This is an optimization exercise on Yosys and OpenROAD, whose aim is small area, not a production implementation.
At most, simulation tests tie the RTL to the original design; equivalence was not proved.
Power figures rest on the tool's default switching activity, not on a simulated workload.

Setup of the previous run:
==> flow/design.v (excerpt) <==
  module cfs_aligner#(
    parameter ALGN_DATA_WIDTH = 32,
    parameter FIFO_DEPTH      = 8,
    localparam int unsigned APB_ADDR_WIDTH    = 16,
    localparam int unsigned APB_DATA_WIDTH    = 32,
    localparam int unsigned ALGN_OFFSET_WIDTH = ALGN_DATA_WIDTH <= 8 ? 1 : $clog2(ALGN_DATA_WIDTH/8),
    localparam int unsigned ALGN_SIZE_WIDTH   = $clog2(ALGN_DATA_WIDTH/8)+1
  ) (
    input wire clk,
    input wire reset_n,
    input wire[APB_ADDR_WIDTH-1:0]    paddr,
    input wire                        pwrite,
    input wire                        psel,
    input wire                        penable,
    input wire[APB_DATA_WIDTH-1:0]    pwdata,
    output wire                        pready,
    output wire[APB_DATA_WIDTH-1:0]    prdata,
    output wire                        pslverr,
    input                             md_rx_valid,
    input[ALGN_DATA_WIDTH-1:0]        md_rx_data,
    input[ALGN_OFFSET_WIDTH-1:0]      md_rx_offset,
    input[ALGN_SIZE_WIDTH-1:0]        md_rx_size,
    output wire                        md_rx_ready,
    output wire                        md_rx_err,
    output wire                        md_tx_valid,
    output wire[ALGN_DATA_WIDTH-1:0]   md_tx_data,
    output wire[ALGN_OFFSET_WIDTH-1:0] md_tx_offset,
    output wire[ALGN_SIZE_WIDTH-1:0]   md_tx_size,
    input                             md_tx_ready,
    input                             md_tx_err,
    output wire                        irq
  );
For scale: ~700 flip-flops, ~170 I/O pins, roughly 27000 um^2 of cells after synthesis.
Settings: LEC_CHECK=0, CAP_MARGIN=0, CORE_MARGIN=2, CORE_UTILIZATION=60, SLEW_MARGIN=0; clock period 10.0 ns.
standard.sh (not shown) runs the stock make flow with config.mk's settings and CLKGATE_MAP_FILE= SYNTH_SCRIPT=/design/flow/synth_recipe.tcl, a recipe that flattens the netlist after the stock synthesis.
==> flow/flow/run.sh <==
#!/bin/bash
set -euo pipefail
bash standard.sh \
  "BUFFER_PORTS_ARGS=-buffer_cell sky130_fd_sc_hd__buf_1" \
  "CTS_ARGS=-sink_clustering_enable -repair_clock_nets -buf_list sky130_fd_sc_hd__clkbuf_8 -sink_clustering_size 16 -sink_clustering_max_diameter 70 -dont_use_dummy_load" \
  finish > standard.log 2>&1
Setup changes, the previous run to the current run
diff --git a/flow/design.v b/flow/design.v
--- a/flow/design.v
+++ b/flow/design.v
@@ -1,28 +1,28 @@
   module cfs_rx_fifo (
     input             clk,
     input             reset_n,
     input             push,
-    input      [33:0] push_data,
+    input      [32:0] push_data,
     input             pop,
     input      [31:0] buf_data,
-    output reg [33:0] rd_data,
+    output reg [32:0] rd_data,
     output reg [3:0]  lvl
   );
-    reg [33:0] mem [0:7];
+    reg [32:0] mem [0:7];
     reg [2:0]  wr, rd;
     integer i;
     always @(posedge clk) begin
       if (push) mem[wr] <= push_data;
     end
     always_comb begin
-      rd_data = {2'b0, buf_data & {32{~pop}}};
+      rd_data = {1'b0, buf_data & {32{~pop}}};
       for (i = 0; i < 8; i = i + 1)
-        rd_data = rd_data | (mem[i] & {34{pop & (rd == i)}});
+        rd_data = rd_data | (mem[i] & {33{pop & (rd == i)}});
     end
     always @(posedge clk or negedge reset_n) begin
       if (!reset_n) begin
         wr  <= 0;
         rd  <= 0;
         lvl <= 0;
       end
       else begin
@@ -39,36 +39,40 @@
     output reg [7:0]  cnt_drop,
     input             md_rx_valid,
     input      [31:0] md_rx_data,
     input      [1:0]  md_rx_offset,
     input      [2:0]  md_rx_size,
     output reg        md_rx_ready,
     output reg        md_rx_err,
     output            push,
-    output     [33:0] push_data,
+    output     [32:0] push_data,
     input             fifo_full
   );
     wire [2:0] s_in = md_rx_size;
     wire [1:0] o_in = md_rx_offset;
     wire ok = (s_in == 3'd1) |
               ((s_in == 3'd2) & ~o_in[0]) |
               ((s_in == 3'd3) & (o_in == 2'd2)) |
               ((s_in == 3'd4) & (o_in == 2'd0)) |
               ((s_in == 3'd5) & (o_in == 2'd1)) |
               ((s_in == 3'd6) & (o_in == 2'd2)) |
               ((s_in == 3'd7) & (o_in == 2'd3));
-    wire       o_nz = (o_in != 2'd0);
-    wire [1:0] c_in = o_nz ? 2'd3 : {s_in[2], s_in[1]};
+    wire       full_w = (o_in == 2'd0) & s_in[2];
+    wire       up     = (o_in == 2'd0) & ~s_in[2];
+    wire [1:0] o_st   = up ? 2'd1 : o_in;
     always_comb begin
       md_rx_err   = md_rx_valid & ~ok;
       md_rx_ready = md_rx_valid & (~ok | ~fifo_full);
     end
     assign push      = md_rx_valid & ok & ~fifo_full;
-    assign push_data = {c_in, md_rx_data[31:5], o_nz ? {o_in, s_in} : md_rx_data[4:0]};
+    assign push_data = full_w ? {1'b1, md_rx_data}
+                     : {1'b0, md_rx_data[31:24],
+                        up ? md_rx_data[15:0] : md_rx_data[23:8],
+                        3'b000, o_st, s_in};
     reg        drop_pend;
     wire [7:0] cnt_live = cnt_drop + {7'b0, drop_pend};
     always @(posedge clk or negedge reset_n) begin
       if (!reset_n) begin
         cnt_drop  <= 0;
         drop_pend <= 0;
       end
       else begin
@@ -120,17 +124,17 @@
       end
     end
   endmodule
   module cfs_ctrl (
     input             clk,
     input             reset_n,
     input             rx_empty,
     output            pop,
-    input      [33:0] src,         
+    input      [32:0] src,         
     output reg [31:0] buf_data,
     output reg        push_valid,
     output     [34:0] push_item,
     input             tx_full,
     input      [2:0]  ctrl_code
   );
     integer j, k, t;
     function automatic [2:0] f_sub3(input [2:0] a, input [2:0] b);
@@ -184,19 +188,18 @@
     reg [2:0]  ptr;
     reg [2:0]  aligned;
     reg [31:0] push_data;
     reg        pd_used;      
     reg [2:0]  push_code;
     assign pop       = ~rx_empty & (rem == 3'd0);
     assign push_item = {push_code, push_data};
     wire [31:0] sdata = src[31:0];
-    wire        p_c3  = src[33] & src[32];
-    wire [1:0]  p_off  = p_c3 ? src[4:3] : 2'b00;
-    wire [2:0]  p_size = p_c3 ? src[2:0] : {src[33], src[32], ~src[33] & ~src[32]};
+    wire [1:0]  p_off  = src[32] ? 2'd0 : src[4:3];
+    wire [2:0]  p_size = src[32] ? 3'd4 : src[2:0];
     wire [2:0] src_off = pop ? {1'b0, p_off} : ptr;
     wire [2:0] avail   = pop ? p_size : rem;
     wire       has_src = pop | (rem != 3'd0);
     wire hold   = push_valid & tx_full;
     wire [2:0] a_eff  = push_valid ? 3'd0 : aligned;
     wire [2:0] need   = ctrl_size - a_eff;
     wire       enough = has_src & (avail >= need);
     wire big = a_eff > ctrl_size;
@@ -361,17 +364,17 @@
     input                             md_tx_err,
     output wire                        irq
   );
     wire [2:0]  ctrl_code;
     wire        ctrl_clr;
     wire [7:0]  cnt_drop;
     wire [3:0]  rx_lvl, tx_lvl;
     wire        rx_push, rx_pop, push_valid;
-    wire [33:0] rx_item, src;
+    wire [32:0] rx_item, src;
     wire [31:0] buf_data;
     wire [34:0] push_item;
     cfs_rx_ctrl rx_ctrl (
       .clk         (clk),
       .reset_n     (reset_n),
       .clr_cnt_drop(ctrl_clr),
       .cnt_drop    (cnt_drop),
       .md_rx_valid (md_rx_valid),
Results
- Taking the previous run as the reference, in the current run area of the multi-input gates climbed 400 um^2, source-to-sink clock delay at the later pin of the worst-skew pair barely changed, number of enable flip-flop cells after synthesis dropped 8, via density per instance climbed 0.062.
- Higher met1 capacity usage during global routing was reported by the current run, not the previous run.
- Of the two values seen for capture point of the worst path, md_rx_err was produced by the current run and md_rx_ready by the previous run.
- Compared to the previous run, the router laid down more metal wire for the current run.
- Comparing the previous run and the current run, post-route minimum period is higher on the previous run.
The RTL of the current run was laid out without a check of its function.

the reference run:
Another version of the RTL of cfs_aligner (not shown whole).
For scale: about 700 flip-flops, roughly 170 I/O pins.
==> module cfs_ctrl, before the edit <==
  module cfs_ctrl (
    input             clk,
    input             reset_n,
    input             rx_empty,
    output            pop,
    input      [33:0] src,         
    output reg [31:0] buf_data,
    output reg        push_valid,
    output     [34:0] push_item,
    input             tx_full,
    input      [2:0]  ctrl_code
  );
    integer j, k, t;
    function automatic [2:0] f_sub3(input [2:0] a, input [2:0] b);
      integer x, y;
      f_sub3 = 0;
      for (x = 0; x < 8; x = x + 1)
        for (y = 0; y < 8; y = y + 1)
          if (a == x && b == y) f_sub3 = x - y;
    endfunction
    function automatic [2:0] f_add3(input [2:0] a, input [2:0] b);
      integer x, y;
      f_add3 = 0;
      for (x = 0; x < 8; x = x + 1)
        for (y = 0; y < 8; y = y + 1)
          if (a == x && b == y) f_add3 = x + y;
    endfunction
    function automatic f_ge3(input [2:0] a, input [2:0] b);
      integer x, y;
      f_ge3 = 0;
      for (x = 0; x < 8; x = x + 1)
        for (y = 0; y <= x; y = y + 1)
          if (a == x && b == y) f_ge3 = 1'b1;
    endfunction
    function automatic f_gt3(input [2:0] a, input [2:0] b);
      integer x, y;
      f_gt3 = 0;
      for (x = 0; x < 8; x = x + 1)
        for (y = 0; y < x; y = y + 1)
          if (a == x && b == y) f_gt3 = 1'b1;
    endfunction
    function automatic [3:0] f_add43(input [2:0] a, input [2:0] b);
      integer x, y;
      f_add43 = 0;
      for (x = 0; x < 8; x = x + 1)
        for (y = 0; y < 8; y = y + 1)
          if (a == x && b == y) f_add43 = x + y;
    endfunction
    function automatic f_sum_is(input [1:0] a, input [2:0] b, input integer c);
      integer x;
      f_sum_is = 0;
      for (x = 0; x < 4; x = x + 1)
        if (c - x >= 0 && c - x < 8)
          if (a == x && b == c - x) f_sum_is = 1'b1;
    endfunction
    function automatic f_win(input [2:0] code, input integer p);
      f_win = (code[2] ? (code[0] ? 4 : 2 + 2 * code[1]) : ({code[1], code[0]} + 1)) > p;
    endfunction
    wire [2:0] ctrl_size   = {ctrl_code[2] & ctrl_code[0], ctrl_code[2] & ~ctrl_code[0], ~ctrl_code[2]};
    wire [1:0] ctrl_offset = {ctrl_code[1], ctrl_code[0] & ~ctrl_code[2]};
    reg [2:0]  rem;
    reg [2:0]  ptr;
    reg [2:0]  aligned;
    reg [31:0] push_data;
    reg        pd_used;      
    reg [2:0]  push_code;
    assign pop       = ~rx_empty & (rem == 3'd0);
    assign push_item = {push_code, push_data};
    wire [31:0] sdata = src[31:0];
    wire        p_c3  = src[33] & src[32];
    wire [1:0]  p_off = p_c3 ? src[3:2] : 2'b00;
    reg  [2:0]  p_size;
    always_comb begin
      casez ({src[33:32], src[3:0]})
        6'b00_????: p_size = 3'd1;
        6'b01_????: p_size = 3'd2;
        6'b10_????: p_size = 3'd4;
        6'b11_01_01: p_size = 3'd5;
        6'b11_10_01: p_size = 3'd2;
        6'b11_10_10: p_size = 3'd3;
        6'b11_10_11: p_size = 3'd6;
        6'b11_11_01: p_size = 3'd7;
        default:  p_size = 3'd1;
      endcase
    end
    wire [2:0] src_off = pop ? {1'b0, p_off} : ptr;
    wire [2:0] avail   = pop ? p_size : rem;
    wire       has_src = pop | (rem != 3'd0);
    wire hold   = push_valid & tx_full;
    wire [2:0] a_eff  = push_valid ? 3'd0 : aligned;
    wire [2:0] need   = f_sub3(ctrl_size, a_eff);
    wire       enough = has_src & f_ge3(avail, need);
    wire big = f_gt3(a_eff, ctrl_size);
    wire [3:0] pos_eq, soff_eq, av_gt, wm;
    for (genvar p = 0; p < 4; p = p + 1) begin : g_eq
      assign pos_eq[p]  = f_sum_is(ctrl_offset, a_eff, p);
      assign soff_eq[p] = (src_off == p);
      assign av_gt[p]   = (avail > p);
      assign wm[p]      = f_win(ctrl_code, p) | big;
    end
    reg [15:0] bsel;
    always_comb begin
      for (j = 0; j < 4; j = j + 1)
        for (k = 0; k < 4; k = k + 1) begin
          bsel[4*j+k] = 1'b0;
          for (t = 0; t <= j && t <= k; t = t + 1)
            bsel[4*j+k] = bsel[4*j+k] | (pos_eq[j-t] & soff_eq[k-t] & av_gt[t]);
          bsel[4*j+k] = bsel[4*j+k] & wm[j];
        end
    end
    reg [31:0] outb;
    always_comb begin
      outb = 0;
      for (j = 0; j < 4; j = j + 1)
        for (k = 0; k < 4; k = k + 1)
          outb[8*j +: 8] = outb[8*j +: 8] | (sdata[8*k +: 8] & {8{bsel[4*j+k]}});
    end
    wire [3:0] ptr_sum = f_add43(src_off, hold ? 3'd0 : need);
    always @(posedge clk) begin
      buf_data <= sdata;
      ptr      <= ptr_sum[3:2] != 2'b00 ? 3'd4 : {1'b0, ptr_sum[1:0]};
      if (~hold) push_code <= ctrl_code;
      if (~hold) push_data <= (push_data & {32{~push_valid & pd_used}}) | outb;
    end
    always @(posedge clk or negedge reset_n) begin
      if (!reset_n) begin
        rem        <= 0;
        aligned    <= 0;
        push_valid <= 0;
        pd_used    <= 0;
      end
      else begin
        rem        <= hold ? avail : enough ? f_sub3(avail, need) : 3'd0;
        aligned    <= f_add3(a_eff, avail);    
        push_valid <= hold | enough;
        pd_used    <= 1'b1;
      end
    end
  endmodule
clock: 10.0 ns
lec_check: 0
cap_margin: 0
core_margin: 2
core_utilization: 60
slew_margin: 0
Scripts as last shown in full above: flow/flow/run.sh
Changes in the trial run relative to the reference run:
-- flow/design.v --
<<< the reference run, line 213
    wire hold   = push_valid & tx_full;
    wire [2:0] a_eff  = push_valid ? 3'd0 : aligned;
    wire [2:0] need   = f_sub3(ctrl_size, a_eff);
    wire       enough = has_src & f_ge3(avail, need);
    wire big = f_gt3(a_eff, ctrl_size);
    wire [3:0] pos_eq, soff_eq, av_gt, wm;
    for (genvar p = 0; p < 4; p = p + 1) begin : g_eq
      assign pos_eq[p]  = f_sum_is(ctrl_offset, a_eff, p);
      assign soff_eq[p] = (src_off == p);
      assign av_gt[p]   = (avail > p);
>>> the trial run, line 213
    wire hold   = push_valid & tx_full;
    wire [2:0] a_eff  = push_valid ? 3'd0 : aligned;
    wire [2:0] need   = ctrl_size - a_eff;
    wire       enough = has_src & (avail >= need);
    wire big = a_eff > ctrl_size;
    wire [3:0] pos = {2'b00, ctrl_offset} + {1'b0, a_eff};
    wire [3:0] pos_eq, soff_eq, av_gt, wm;
    for (genvar p = 0; p < 4; p = p + 1) begin : g_eq
      assign pos_eq[p]  = (pos == p);
      assign soff_eq[p] = (src_off == p);
      assign av_gt[p]   = (avail > p);
<<< the reference run, line 240
          outb[8*j +: 8] = outb[8*j +: 8] | (sdata[8*k +: 8] & {8{bsel[4*j+k]}});
    end
    wire [3:0] ptr_sum = f_add43(src_off, hold ? 3'd0 : need);
    always @(posedge clk) begin
      buf_data <= sdata;
>>> the trial run, line 241
          outb[8*j +: 8] = outb[8*j +: 8] | (sdata[8*k +: 8] & {8{bsel[4*j+k]}});
    end
    wire [3:0] ptr_sum = {1'b0, src_off} + {1'b0, hold ? 3'd0 : need};
    always @(posedge clk) begin
      buf_data <= sdata;
<<< the reference run, line 255
      end
      else begin
        rem        <= hold ? avail : enough ? f_sub3(avail, need) : 3'd0;
        aligned    <= f_add3(a_eff, avail);    
        push_valid <= hold | enough;
        pd_used    <= 1'b1;
>>> the trial run, line 256
      end
      else begin
        rem        <= hold ? avail : enough ? avail - need : 3'd0;
        aligned    <= a_eff + avail;    
        push_valid <= hold | enough;
        pd_used    <= 1'b1;
### Flow results
In the trial run relative to the reference run, number of clock-tree buffers in the layout had gone down by a few percent. Final non-filler cell area of the trial run falls short of that of the reference run by a few percent. Sort the reference run and the trial run by sequential power desc -> top: the reference run. The trial run vs. the reference run: non-clock inverter count in the final layout now sits higher, final wirelength -4000 um, worst setup slack increased by 0.022 ns relative to the old numbers.

Setup of the baseline:
Another version of the RTL of cfs_aligner (not shown whole).
Size in the first run: ~1700 cells after synthesis, ~700 flip-flops, roughly 170 I/O pins.
==> module cfs_rx_ctrl, before the edit <==
  module cfs_rx_ctrl (
    input             clk,
    input             reset_n,
    input             clr_cnt_drop,
    output reg [7:0]  cnt_drop,
    input             md_rx_valid,
    input      [31:0] md_rx_data,
    input      [1:0]  md_rx_offset,
    input      [2:0]  md_rx_size,
    output reg        md_rx_ready,
    output reg        md_rx_err,
    output            push,
    output     [33:0] push_data,
    input             fifo_full
  );
    wire [2:0] s_in = md_rx_size;
    wire [1:0] o_in = md_rx_offset;
    wire ok = (s_in == 3'd1) |
              ((s_in == 3'd2) & ~o_in[0]) |
              ((s_in == 3'd3) & (o_in == 2'd2)) |
              ((s_in == 3'd4) & (o_in == 2'd0)) |
              ((s_in == 3'd5) & (o_in == 2'd1)) |
              ((s_in == 3'd6) & (o_in == 2'd2)) |
              ((s_in == 3'd7) & (o_in == 2'd3));
    wire       o_nz = (o_in != 2'd0);
    wire [1:0] c_in = o_nz ? 2'd3 : {s_in[2], s_in[1]};
    always_comb begin
      md_rx_err   = md_rx_valid & ~ok;
      md_rx_ready = md_rx_valid & (~ok | ~fifo_full);
    end
    assign push      = md_rx_valid & ok & ~fifo_full;
    assign push_data = {c_in, md_rx_data[31:5], o_nz ? {o_in, s_in} : md_rx_data[4:0]};
    reg        drop_pend;
    wire [7:0] cnt_live = cnt_drop + {7'b0, drop_pend};
    always @(posedge clk or negedge reset_n) begin
      if (!reset_n) begin
        cnt_drop  <= 0;
        drop_pend <= 0;
      end
      else begin
        cnt_drop  <= clr_cnt_drop ? 8'd0 : cnt_live;
        drop_pend <= md_rx_err & ~clr_cnt_drop & (cnt_live != 8'hff);
      end
    end
  endmodule
==> module cfs_ctrl, before the edit <==
  module cfs_ctrl (
    input             clk,
    input             reset_n,
    input             rx_empty,
    output            pop,
    input      [33:0] src,         
    output reg [31:0] buf_data,
    output reg        push_valid,
    output     [34:0] push_item,
    input             tx_full,
    input      [2:0]  ctrl_code
  );
    integer j, k, t;
    function automatic [2:0] f_sub3(input [2:0] a, input [2:0] b);
      integer x, y;
      f_sub3 = 0;
      for (x = 0; x < 8; x = x + 1)
        for (y = 0; y < 8; y = y + 1)
          if (a == x && b == y) f_sub3 = x - y;
    endfunction
    function automatic [2:0] f_add3(input [2:0] a, input [2:0] b);
      integer x, y;
      f_add3 = 0;
      for (x = 0; x < 8; x = x + 1)
        for (y = 0; y < 8; y = y + 1)
          if (a == x && b == y) f_add3 = x + y;
    endfunction
    function automatic f_ge3(input [2:0] a, input [2:0] b);
      integer x, y;
      f_ge3 = 0;
      for (x = 0; x < 8; x = x + 1)
        for (y = 0; y <= x; y = y + 1)
          if (a == x && b == y) f_ge3 = 1'b1;
    endfunction
    function automatic f_gt3(input [2:0] a, input [2:0] b);
      integer x, y;
      f_gt3 = 0;
      for (x = 0; x < 8; x = x + 1)
        for (y = 0; y < x; y = y + 1)
          if (a == x && b == y) f_gt3 = 1'b1;
    endfunction
    function automatic [3:0] f_add43(input [2:0] a, input [2:0] b);
      integer x, y;
      f_add43 = 0;
      for (x = 0; x < 8; x = x + 1)
        for (y = 0; y < 8; y = y + 1)
          if (a == x && b == y) f_add43 = x + y;
    endfunction
    function automatic f_sum_is(input [1:0] a, input [2:0] b, input integer c);
      integer x;
      f_sum_is = 0;
      for (x = 0; x < 4; x = x + 1)
        if (c - x >= 0 && c - x < 8)
          if (a == x && b == c - x) f_sum_is = 1'b1;
    endfunction
    function automatic f_win(input [2:0] code, input integer p);
      f_win = (code[2] ? (code[0] ? 4 : 2 + 2 * code[1]) : ({code[1], code[0]} + 1)) > p;
    endfunction
    wire [2:0] ctrl_size   = {ctrl_code[2] & ctrl_code[0], ctrl_code[2] & ~ctrl_code[0], ~ctrl_code[2]};
    wire [1:0] ctrl_offset = {ctrl_code[1], ctrl_code[0] & ~ctrl_code[2]};
    reg [2:0]  rem;
    reg [2:0]  ptr;
    reg [2:0]  aligned;
    reg [31:0] push_data;
    reg        pd_used;      
    reg [2:0]  push_code;
    assign pop       = ~rx_empty & (rem == 3'd0);
    assign push_item = {push_code, push_data};
    wire [31:0] sdata = src[31:0];
    wire        p_c3  = src[33] & src[32];
    wire [1:0]  p_off  = p_c3 ? src[4:3] : 2'b00;
    wire [2:0]  p_size = p_c3 ? src[2:0] : {src[33], src[32], ~src[33] & ~src[32]};
    wire [2:0] src_off = pop ? {1'b0, p_off} : ptr;
    wire [2:0] avail   = pop ? p_size : rem;
    wire       has_src = pop | (rem != 3'd0);
    wire hold   = push_valid & tx_full;
    wire [2:0] a_eff  = push_valid ? 3'd0 : aligned;
    wire [2:0] need   = ctrl_size - a_eff;
    wire       enough = has_src & (avail >= need);
    wire big = a_eff > ctrl_size;
    wire [3:0] pos = {2'b00, ctrl_offset} + {1'b0, a_eff};
    wire [3:0] pos_eq, soff_eq, av_gt, wm;
    for (genvar p = 0; p < 4; p = p + 1) begin : g_eq
      assign pos_eq[p]  = (pos == p);
      assign soff_eq[p] = (src_off == p);
      assign av_gt[p]   = (avail > p);
      assign wm[p]      = f_win(ctrl_code, p) | big;
    end
    reg [15:0] bsel;
    always_comb begin
      for (j = 0; j < 4; j = j + 1)
        for (k = 0; k < 4; k = k + 1) begin
          bsel[4*j+k] = 1'b0;
          for (t = 0; t <= j && t <= k; t = t + 1)
            bsel[4*j+k] = bsel[4*j+k] | (pos_eq[j-t] & soff_eq[k-t] & av_gt[t]);
          bsel[4*j+k] = bsel[4*j+k] & wm[j] & ~hold;
        end
    end
    reg [31:0] outb;
    always_comb begin
      outb = 0;
      for (j = 0; j < 4; j = j + 1)
        for (k = 0; k < 4; k = k + 1)
          outb[8*j +: 8] = outb[8*j +: 8] | (sdata[8*k +: 8] & {8{bsel[4*j+k]}});
    end
    wire [3:0] ptr_sum = {1'b0, src_off} + {1'b0, hold ? 3'd0 : need};
    always @(posedge clk) begin
      buf_data <= sdata;
      ptr      <= ptr_sum[3:2] != 2'b00 ? 3'd4 : {1'b0, ptr_sum[1:0]};
      if (~hold) push_code <= ctrl_code;
      push_data <= (push_data & {32{hold | (~push_valid & pd_used)}}) | outb;
    end
    always @(posedge clk or negedge reset_n) begin
      if (!reset_n) begin
        rem        <= 0;
        aligned    <= 0;
        push_valid <= 0;
        pd_used    <= 0;
      end
      else begin
        rem        <= hold ? avail : enough ? avail - need : 3'd0;
        aligned    <= a_eff + avail;    
        push_valid <= hold | enough;
        pd_used    <= 1'b1;
      end
    end
  endmodule
clock: 10.0 ns
lec_check: 0
cap_margin: 0
core_margin: 2
core_utilization: 60
slew_margin: 0
Scripts as last shown in full above: flow/flow/run.sh
Inputs modified between the baseline and the candidate:
--- a/flow/design.v
+++ b/flow/design.v
@@ -53,20 +53,22 @@
               ((s_in == 3'd2) & ~o_in[0]) |
               ((s_in == 3'd3) & (o_in == 2'd2)) |
               ((s_in == 3'd4) & (o_in == 2'd0)) |
               ((s_in == 3'd5) & (o_in == 2'd1)) |
               ((s_in == 3'd6) & (o_in == 2'd2)) |
               ((s_in == 3'd7) & (o_in == 2'd3));
+    wire [1:0] z_in = {(s_in == 3'd3) | (s_in == 3'd4) | (s_in == 3'd6),
+                       (s_in == 3'd2) | (s_in == 3'd5) | (s_in == 3'd6) | (s_in == 3'd7)};
     wire       o_nz = (o_in != 2'd0);
     wire [1:0] c_in = o_nz ? 2'd3 : {s_in[2], s_in[1]};
     always_comb begin
       md_rx_err   = md_rx_valid & ~ok;
       md_rx_ready = md_rx_valid & (~ok | ~fifo_full);
     end
     assign push      = md_rx_valid & ok & ~fifo_full;
-    assign push_data = {c_in, md_rx_data[31:5], o_nz ? {o_in, s_in} : md_rx_data[4:0]};
+    assign push_data = {c_in, md_rx_data[31:4], o_nz ? {o_in, z_in} : md_rx_data[3:0]};
     reg        drop_pend;
     wire [7:0] cnt_live = cnt_drop + {7'b0, drop_pend};
     always @(posedge clk or negedge reset_n) begin
       if (!reset_n) begin
         cnt_drop  <= 0;
         drop_pend <= 0;
@@ -187,14 +189,27 @@
     reg        pd_used;      
     reg [2:0]  push_code;
     assign pop       = ~rx_empty & (rem == 3'd0);
     assign push_item = {push_code, push_data};
     wire [31:0] sdata = src[31:0];
     wire        p_c3  = src[33] & src[32];
-    wire [1:0]  p_off  = p_c3 ? src[4:3] : 2'b00;
-    wire [2:0]  p_size = p_c3 ? src[2:0] : {src[33], src[32], ~src[33] & ~src[32]};
+    wire [1:0]  p_off = p_c3 ? src[3:2] : 2'b00;
+    reg  [2:0]  p_size;
+    always_comb begin
+      casez ({src[33:32], src[3:0]})
+        6'b00_????: p_size = 3'd1;
+        6'b01_????: p_size = 3'd2;
+        6'b10_????: p_size = 3'd4;
+        6'b11_01_01: p_size = 3'd5;
+        6'b11_10_01: p_size = 3'd2;
+        6'b11_10_10: p_size = 3'd3;
+        6'b11_10_11: p_size = 3'd6;
+        6'b11_11_01: p_size = 3'd7;
+        default:  p_size = 3'd1;
+      endcase
+    end
     wire [2:0] src_off = pop ? {1'b0, p_off} : ptr;
     wire [2:0] avail   = pop ? p_size : rem;
     wire       has_src = pop | (rem != 3'd0);
     wire hold   = push_valid & tx_full;
     wire [2:0] a_eff  = push_valid ? 3'd0 : aligned;
     wire [2:0] need   = ctrl_size - a_eff;
Results
- Of the candidate and the baseline, the candidate shows the lower part of the total power dissipated in sequential elements, with the baseline above it.
- Relative to the baseline, total instance count after detailed placement has increased by about 1% in the candidate.
- Between the baseline and the candidate, slew of the pin with the lowest slew margin increased.
- Looking at the candidate and the baseline, the layout-stage area growth over the synthesis result is a wash.
- Combinational share of power: the candidate > the baseline
- On setup slack, the candidate does worse than the baseline.
- Where first-iteration DRC count is concerned, the baseline is better than the candidate.
- Total wire length after detailed routing: the candidate worse than the baseline
- Between the candidate and the baseline, the internal power is lower for the candidate.
- [compare] base=the baseline new=the candidate: hold slack grew by 10 ps; final instance count without filler cells rose by 25.
- The baseline → the candidate: met2 track demand over resource +0.72 points, sum of internal, switching and leakage power ~0 delta.
Function not checked in the candidate: the RTL went through the layout flow alone.

[static timing again, ports no longer ideal]
Ports are ideal in the flow. The routed layouts listed here were re-timed in OpenROAD. Step 1 assumes that a clkbuf_16 drives the clock port and a buf_2 every other input. Step 2 times the ports against the registers' clock, not the clock port: input delays grow and output delays shrink by t, the midpoint of the rising clock arrivals with the driver on. Three values: ideal, step 1, step 2; two values: the first two.
run | t, ns | setup WS [ns] | worst slew at a driven data input, ns
the previous run | 0.704 | 4.426 / 4.404 / 4.404 | 0.09
the current run | 0.702 | 4.630 / 4.603 / 4.603 | 0.07
the reference run | 0.706 | 4.848 / 4.793 / 4.856 | 0.08
the trial run | 0.703 | 4.870 / 4.840 / 4.848 | 0.07
the baseline | 0.700 | 4.681 / 4.659 / 4.659 | 0.08
the candidate | 0.707 | 4.673 / 4.652 / 4.652 | 0.07
After both steps setup and hold are still met in every run listed. For the current run, which loses most, drivers alone change the setup slack by -0.027 ns; drivers and shift together by -0.027 ns.
